From an optimization exercise on the open Yosys and OpenROAD flow, aimed at small area, a short achievable clock period and few clock cycles; shortcuts taken in it are not production practice.
Only simulation tests tie the RTL to the original design; equivalence was not proved.
Power figures rest on the tool's default switching activity, not on a simulated workload.

==> design.v <==
`timescale 1ns / 1ps
module mips_top(Clk, Rst, imem_addr, imem_rdata,
                dmem_addr, dmem_wdata, dmem_wstrb, dmem_rdata,
                RegFileV0, RegFileV1);
    input Clk, Rst;
    output wire [31:0] imem_addr;
    input [31:0] imem_rdata;
    output wire [31:0] dmem_addr;
    output wire [31:0] dmem_wdata;
    output wire [3:0] dmem_wstrb;
    input [31:0] dmem_rdata;
    output wire [31:0] RegFileV0, RegFileV1;
    wire        wen;
    wire [4:0]  wa;
    wire [31:0] wd;
    wire [31:0] R [0:31];
    assign R[0] = 32'b0;
    genvar gi;
    generate
        for (gi = 1; gi < 32; gi = gi + 1) begin : regs
            reg [31:0] q;
            always @(posedge Clk)
                if (Rst) q <= 32'b0;
                else if (wen && wa == gi) q <= wd;
            assign R[gi] = q;
        end
    endgenerate
    assign RegFileV0 = R[2];
    assign RegFileV1 = R[3];
    reg  [9:0] pc;
    wire [31:0] ir = imem_rdata;
    wire [5:0] op = ir[31:26];
    wire [4:0] rs = ir[25:21];
    wire [4:0] rt = ir[20:16];
    wire [4:0] rd = ir[15:11];
    wire [5:0] fn = ir[5:0];
    wire rtype  = (op == 6'h00);
    wire d_add  = rtype & (fn == 6'h20);
    wire d_sub  = rtype & (fn == 6'h22);
    wire d_and  = rtype & (fn == 6'h24);
    wire d_or   = rtype & (fn == 6'h25);
    wire d_xor  = rtype & (fn == 6'h26);
    wire d_nor  = rtype & (fn == 6'h27);
    wire d_slt  = rtype & (fn == 6'h2A);
    wire d_sll  = rtype & (fn == 6'h00);
    wire d_srl  = rtype & (fn == 6'h02);
    wire d_jr   = rtype & (fn == 6'h08);
    wire d_mul  = (op == 6'h1C) & (fn == 6'h02);
    wire d_addi = (op == 6'h08);
    wire d_slti = (op == 6'h0A);
    wire d_andi = (op == 6'h0C);
    wire d_ori  = (op == 6'h0D);
    wire d_xori = (op == 6'h0E);
    wire d_lw   = (op == 6'h23);
    wire d_lh   = (op == 6'h21);
    wire d_lb   = (op == 6'h20);
    wire d_sw   = (op == 6'h2B);
    wire d_sh   = (op == 6'h29);
    wire d_sb   = (op == 6'h28);
    wire d_beq  = (op == 6'h04);
    wire d_bne  = (op == 6'h05);
    wire d_blez = (op == 6'h06);
    wire d_bgtz = (op == 6'h07);
    wire d_bltz = (op == 6'h01) & (rt == 5'd0);
    wire d_bgez = (op == 6'h01) & (rt == 5'd1);
    wire d_j    = (op == 6'h02);
    wire d_jal  = (op == 6'h03);
    wire d_ld   = d_lw | d_lh | d_lb;
    wire d_st   = d_sw | d_sh | d_sb;
    wire d_imm  = d_addi | d_slti | d_andi | d_ori | d_xori | d_ld | d_st;
    wire d_bz   = d_blez | d_bgtz;
    wire [4:0] d_dst = d_jal ? 5'd31 : rtype | d_mul ? rd : rt;
    wire d_wr   = (d_add | d_sub | d_and | d_or | d_xor | d_nor | d_slt | d_sll |
                   d_srl | d_mul | d_addi | d_slti | d_andi | d_ori | d_xori |
                   d_ld | d_jal) & (d_dst != 5'd0);
    wire [31:0] simm = {{16{ir[15]}}, ir[15:0]};
    reg        e_wr, e_st, e_br, e_jr, e_mul, mph;
    reg [4:0]  e_dst;
    reg        e_sub, e_ld;
    reg [1:0]  e_sz;        
    reg        e_beq, e_bne, e_blez, e_bgtz, e_bltz, e_bgez;
    reg        r_add, r_slt, r_and, r_or, r_xor, r_nor, r_sll, r_srl, r_link;
    reg [4:0]  e_sh;
    reg [10:0] e_pcv;       
    reg [31:0] ea, eb, esd;
    reg [31:0] m_lo;
    reg [15:0] m_hi;
    wire [31:0] bx  = e_sub ? ~eb : eb;
    wire [32:0] s33 = {ea, 1'b1} + {bx, e_sub};
    wire [31:0] sum = s33[32:1];
    wire eq = (ea == eb);
    wire taken = (e_beq & eq) | (e_bne & ~eq) | (e_blez & (ea[31] | eq)) |
                 (e_bgtz & ~ea[31] & ~eq) | (e_bltz & ea[31]) | (e_bgez & ~ea[31]);
    wire redirect = (e_br & taken) | e_jr;
    wire [9:0] target = e_jr ? ea[11:2] : e_pcv[9:0];
    wire stall = e_mul & ~mph;
    wire [31:0] mres = m_lo + {m_hi, 16'b0};
    wire [15:0] ld_half = sum[1] ? dmem_rdata[31:16] : dmem_rdata[15:0];
    reg  [7:0]  ld_byte;
    always @(*) begin
        case (sum[1:0])
            2'd0: ld_byte = dmem_rdata[7:0];
            2'd1: ld_byte = dmem_rdata[15:8];
            2'd2: ld_byte = dmem_rdata[23:16];
            default: ld_byte = dmem_rdata[31:24];
        endcase
    end
    wire [31:0] ld_data = (e_sz == 2'd2) ? {{24{ld_byte[7]}}, ld_byte} :
                          (e_sz == 2'd1) ? {{16{ld_half[15]}}, ld_half} :
                                           dmem_rdata;
    wire [31:0] ex_res =
        ({32{r_add}}  & sum) |
        ({32{r_slt}}  & {31'b0, sum[31]}) |
        ({32{r_and}}  & (ea & eb)) |
        ({32{r_or}}   & (ea | eb)) |
        ({32{r_xor}}  & (ea ^ eb)) |
        ({32{r_nor}}  & ~(ea | eb)) |
        ({32{r_sll}}  & (eb << e_sh)) |
        ({32{r_srl}}  & (eb >> e_sh)) |
        ({32{r_link}} & {19'b0, e_pcv, 2'b0}) |
        ({32{e_mul}}  & mres) |
        ({32{e_ld}}   & ld_data);
    assign wen = e_wr & ~stall;
    assign wa  = e_dst;
    assign wd  = ex_res;
    assign dmem_addr  = {16'b0, sum[15:0]};
    assign dmem_wdata = esd;
    assign dmem_wstrb = ~e_st ? 4'b0000 :
                        (e_sz == 2'd2) ? (4'b0001 << sum[1:0]) :
                        (e_sz == 2'd1) ? (sum[1] ? 4'b1100 : 4'b0011) :
                                         4'b1111;
    wire fa = e_wr & (e_dst == rs);
    wire fb = e_wr & (e_dst == rt);
    wire [31:0] va = fa ? ex_res : R[rs];
    wire [31:0] vb = fb ? ex_res : R[rt];
    wire [10:0] pc1 = {1'b0, pc} + 11'd1;
    wire valid_d = ~redirect;
    assign imem_addr = {20'b0, pc, 2'b0};
    always @(posedge Clk or posedge Rst) begin
        if (Rst) begin
            pc <= 10'd0;
            e_wr <= 1'b0; e_st <= 1'b0; e_br <= 1'b0; e_jr <= 1'b0;
            e_mul <= 1'b0; mph <= 1'b0;
        end else if (stall) begin
            mph <= 1'b1;
        end else begin
            mph <= 1'b0;
            pc <= redirect ? target : (d_j | d_jal) ? ir[9:0] : pc1[9:0];
            e_wr  <= valid_d & d_wr;
            e_st  <= valid_d & d_st;
            e_br  <= valid_d & (d_beq | d_bne | d_bz | d_bltz | d_bgez);
            e_jr  <= valid_d & d_jr;
            e_mul <= valid_d & d_mul;
        end
    end
    always @(posedge Clk) begin
        if (stall) begin
            m_lo <= ea * eb[15:0];
            m_hi <= ea[15:0] * eb[31:16];
        end else begin
            e_dst <= d_dst;
            e_sub <= d_sub | d_slt | d_slti;
            e_ld  <= valid_d & d_ld;
            e_sz  <= (d_lb | d_sb) ? 2'd2 : (d_lh | d_sh) ? 2'd1 : 2'd0;
            e_beq <= d_beq; e_bne <= d_bne; e_blez <= d_blez; e_bgtz <= d_bgtz;
            e_bltz <= d_bltz; e_bgez <= d_bgez;
            r_add <= d_add | d_sub | d_addi;
            r_slt <= d_slt | d_slti;
            r_and <= d_and | d_andi;
            r_or  <= d_or | d_ori;
            r_xor <= d_xor | d_xori;
            r_nor <= d_nor;
            r_sll <= d_sll;
            r_srl <= d_srl;
            r_link <= d_jal;
            e_sh  <= ir[10:6];
            e_pcv <= d_jal ? pc1 : {1'b0, pc1[9:0] + ir[9:0]};
            ea    <= va;
            eb    <= d_imm ? simm : d_bz ? 32'b0 : vb;
            esd   <= d_sb ? {4{vb[7:0]}} : d_sh ? {2{vb[15:0]}} : vb;
        end
    end
endmodule
==> run.sh <==
#!/bin/bash
# synth_recipe.tcl (not shown) runs the flow's synth.tcl, then flattens the netlist and writes it again
# the make line also repeats each setting of config.mk as NAME=value (left out here)
make -C /OpenROAD-flow-scripts/flow DESIGN_CONFIG=/design/flow/config.mk WORK_HOME=/design/flow/orfs CLKGATE_MAP_FILE= SYNTH_SCRIPT=/design/flow/synth_recipe.tcl finish
==> config.mk <==
export PLATFORM = sky130hd
export DESIGN_NAME = mips_top
export DESIGN_NICKNAME = mips_top
export VERILOG_FILES = /design/flow/design.v
export SDC_FILE = /design/flow/constraint.sdc
export NUM_CORES = 4
export LEC_CHECK = 0
export CAP_MARGIN = 20
export CORE_MARGIN = 2
export CORE_UTILIZATION = 35
export PLACE_DENSITY = 0.5
export SLEW_MARGIN = 20
==> constraint.sdc <==
create_clock -name core_clock -period 12.0 [get_ports {Clk}]
set_input_delay 2.4000 -clock core_clock [delete_from_list [all_inputs] [get_ports {Clk}]]
set_output_delay 2.4000 -clock core_clock [all_outputs]
set_load 0.01 [all_outputs]
==> summary.txt <==
Run status: timing/DRC/antenna clean
Critical Path Source Type: register
Combined area of the multi-input logic cells: 47400 sq um
Clk Latency, worst-skew pair: 0.85 ns
Placed cell count: 11493
Total of buffers placed on input and output ports: 191
NumNets Final: 9346
Avg Inst Size Synth: 8.72 sq um
Required time worst endpoint: 12.59 ns
Startpoint-to-endpoint class of the critical path: register to register
Routed len/inst: 37.4 um
Cts hold-fix bufs: 0
Peak supply drop: 0.121 mV
Crit path time final: 7.94 ns
Worst min-delay path endpoint: regs[10].q[28]$_SDFFE_PP0P_
Clock-pin slew on the worst setup and hold paths: 0.06 ns
Setup violation total in the final timing report: 0
Area after detailed placement: 82800 sq um
Worst Hold Depth: 2
Final Instance Area: 87800 sq um
Register-to-Register Setup Slack: 4.06 ns
Iteration-0 DRC Markers: 11884
Power density of the placed cells: 116 nW/um^2
Die footprint: 226000 sq um
Worst Clk Skew: 0.0589 ns
Number of slew-limit violations in the final report: 0
Clock root cell: sky130_fd_sc_hd__clkbuf_16
Number of buffers added by the clock tree synthesis step: 140
Largest net degree at the start of global routing: 182
CTS tree: built
Vias: 77398
Via-per-instance ratio: 6.58
Total GRT Usage: 37.8%
Horiz. Die Dim: 475 um
Row count: 173
Combined buffer and inverter count along the critical path: 6
Critical path origin: ea[1]$_DFFE_PN_
Critical hold path startpoint: regs[10].q[28]$_SDFFE_PP0P_
Combinational family with the most area after synthesis: compound AO/OA/AOI/OAI gates
Number of remaining DRC errors: 0
TNS Setup: 0 ns
Antenna violations before repair: 20
Number of fill cells: 22352
Cell depth of the worst flop-to-flop path: 22
Fraction of final layout cells sized beyond drive strength 1: 8.80%
Launch instance of the worst register-to-register path: ea[1]$_DFFE_PN_
Max clock buf depth: 3
Period Utilization, post-route: 66.2%
Final instance count without filler cells: 11766
Post-synth top area cell: sky130_fd_sc_hd__dfxtp_1
Area share of and/or/nand/nor cells after synthesis: 14.3%
Number of H-tree levels: 4
Total wirelength of the detailed-routed design: 440000 um
Relative slew slack: 13.1%
Number of max-cap violations: 0
Share of cell area taken by muxes after synthesis: 4.28%
Slew of the pin with the lowest slew margin: 1.30 ns
Number of global-route vias before repair: 74145
Cell count after synthesis: 8916
Highest net fanout along the worst path: 15
Most frequent standard cell in the layout excluding fill and tap cells: sky130_fd_sc_hd__nor2_1
Data arrival time of the worst path: 8.53 ns
Number of distinct library cells after synthesis: 97
Register area share after synthesis: 33.2%
Leading post-synthesis cells by cell area: sky130_fd_sc_hd__dfxtp_1, sky130_fd_sc_hd__fa_1, sky130_fd_sc_hd__a211oi_1, sky130_fd_sc_hd__edfxtp_1, sky130_fd_sc_hd__nor2_1
Setup Fix Bufs, Post-CTS: 0
Length of the first detailed-routing pass in iterations: 13
Sinks on Clock Net: 1192
Highest achievable clock rate: 0.126 GHz
Endpoint of the most critical register-to-register path: m_lo[30]$_DFFE_PP_
Global placement routability congestion: 1.02
Post-synthesis adder-cell area fraction: 13.7%
Cell-by-cell trace of the critical path: inv_1 -> buf_4 -> nor2_1 -> fa_1 -> ha_1 -> inv_1 -> fa_1 -> fa_1 -> inv_1 -> fa_1 -> inv_1 -> fa_1 -> inv_1 -> ha_1 -> a211oi_1 -> nand3b_1 -> o311a_1 -> nor3_1 -> nor3_1 -> o41ai_1 -> nand3_1 -> o311ai_0
Residual overflow from global routing: 0
Top Family by Delay on Critical Path: adder cells
Top-Level Pins: 230
Layout overhead on the synthesized area: 12.9%
Synth warnings: 1
RSZ-0062 raised after global routing: false
Number of gates resized after cts: 0
Commonest cells after routing, fill and taps aside: sky130_fd_sc_hd__nor2_1, sky130_fd_sc_hd__dfxtp_1, sky130_fd_sc_hd__a211oi_1
Core Region: 222000 sq um
Hold WC Path Type: register to register
Final ANT Viol Nets: 0
Post-detailed-placement half-perimeter wirelength: 286000 um
CP Capture Type: register
Post-synth ARST share: 1.34%
Fraction of synthesized cell area in xor and xnor cells: 2.01%
Floorplan die height: 475 um
Main synth FF type: sky130_fd_sc_hd__dfxtp_1
Number of enable flip-flop cells after synthesis: 184
Synth Area in Compound Gates: 25.3%
Critical Path Slowest Stage Cell: sky130_fd_sc_hd__edfxtp_1
Standby leakage power: 31.6 nW
Share of the synthesized area in the top cell type: 25.5%
Initial cell density of the core: 35.1%
Pwr Total: 0.0102 W
Critical Path Max Stage Delay: 1.16 ns
Synthesized area: 77800 sq um
First-pass GRT wire length: 603000 um
Register cell area after layout: 25800 sq um
#FFs+latches synth: 1192
Fin. Hold Viols: 0
## how the worst max path moves through the flow
stage / depth (start not counted) / end / slack, ns
after floorplan: 25 / m_lo[31]$_DFFE_PP_ / 5.36
after global placement: 22 / m_lo[30]$_DFFE_PP_ / 4.20
after detailed placement: 22 / m_lo[30]$_DFFE_PP_ / 4.20
after CTS: 22 / m_lo[30]$_DFFE_PP_ / 4.19
final: 22 / m_lo[30]$_DFFE_PP_ / 4.06
after global routing: 21 / m_lo[31]$_DFFE_PP_ / 3.81
## metal layers
layer / up-vias / share of wire [%] / global-route usage, %
met3: 1839 / 12 / 11.2
met4: 16 / 8.6 / 26.8
li1: 31829 / - / -
met2: 5977 / 42 / 56.6
met1: 37737 / 37 / 46.3
met5: - / 0.034 / 0.0853
## synth_stat cells, drive strengths merged, types with 144 or more instances
cell and number:
a22oi 653, nand2 572, fa 386, inv 531, ha 234, dfxtp 992, nand3 215, a211oi 944
a221oi 144, a21oi 223, o21ai 204, nor2 1386, buf 206, edfxtp 184, clkbuf 683
## tightest hold or removal path, delay by kind of cell (launching register included)
family | cells | cell delay (ns)
DFF | 1 | 0.32
AOI/OAI and AO/OA | 1 | 0.05
and+or+nand+nor | 1 | 0.10
## flip-flops by register name, summed over array words and instances (netlist names), 2 cells and up
name / flops
e_dst: 5
e_pcv: 11
e_sh: 5
e_sz: 2
ea: 32
eb: 32
esd: 32
m_hi: 16
m_lo: 32
pc: 10
regs.q: 992
## per-stage QoR
stage          hold slack (ns)  util [%]  setup WS [ns]
2_1_floorplan            0.449         -           5.36
3_3_place_gp             0.489      37.3           4.20
5_1_grt                  0.531      39.6           3.81
3_5_place_dp             0.497      37.4           4.20
4_1_cts                  0.510      39.6           4.19
6_report                 0.518      39.6           4.06
## logic make-up (layout without fill, tap and decap cells)
family | after synthesis | in the layout
fa+ha+maj | 620 | 620
simple gates | 2599 | 2599
other cells | 1 | 52
xor+xnor | 178 | 178
mux | 237 | 237
flops | 1192 | 1192
buf+inv | 1435 | 1259
compound gates | 2654 | 2654
## where the power goes
group | switching, W | internal (W) | total [W]
clock network | 0.00198 | 0.00268 | 0.00465
logic | 0.000882 | 0.000383 | 0.00127
registers | 0.000112 | 0.00414 | 0.00425
total | 0.00297 | 0.00720 | 0.0102
## cell type report
class / count / share of cell area, %
inverter: 546 / 2.33
timing repair buffer: 454 / 4.49
clock inverter: 61 / 0.926
sequential: 1192 / 29.4
multi-input combinational: 6326 / 53.9
clock buffer: 198 / 4.68
antenna: 14 / 0.0399
tap: 2975 / 4.24
Testbench counts, summed over its fixed seeds: cycles 271,171.

==> afterwards: timing with drivers on the ports <==
Ports are ideal in the flow. The routed layout listed here was re-timed in OpenROAD. Step 1 assumes that a clkbuf_16 drives the clock port and a buf_2 every other input. Step 2, shift: input delay + t, output delay - t, t = (earliest + latest rising clock arrival at the registers) / 2. This alone moves slack from input paths to output paths. Three values: ideal, step 1, step 2; two values: the first two.
t, ns: 0.913
slack for setup (ns): 4.058 / 4.058 / 3.939
worst hold slack (ns): 0.518 / 0.518 / 0.518
worst setup path after step 2: input to register
After both steps setup and hold are still met in this run. For this run, drivers alone change the setup slack by 0.000 ns; drivers and shift together by -0.119 ns.
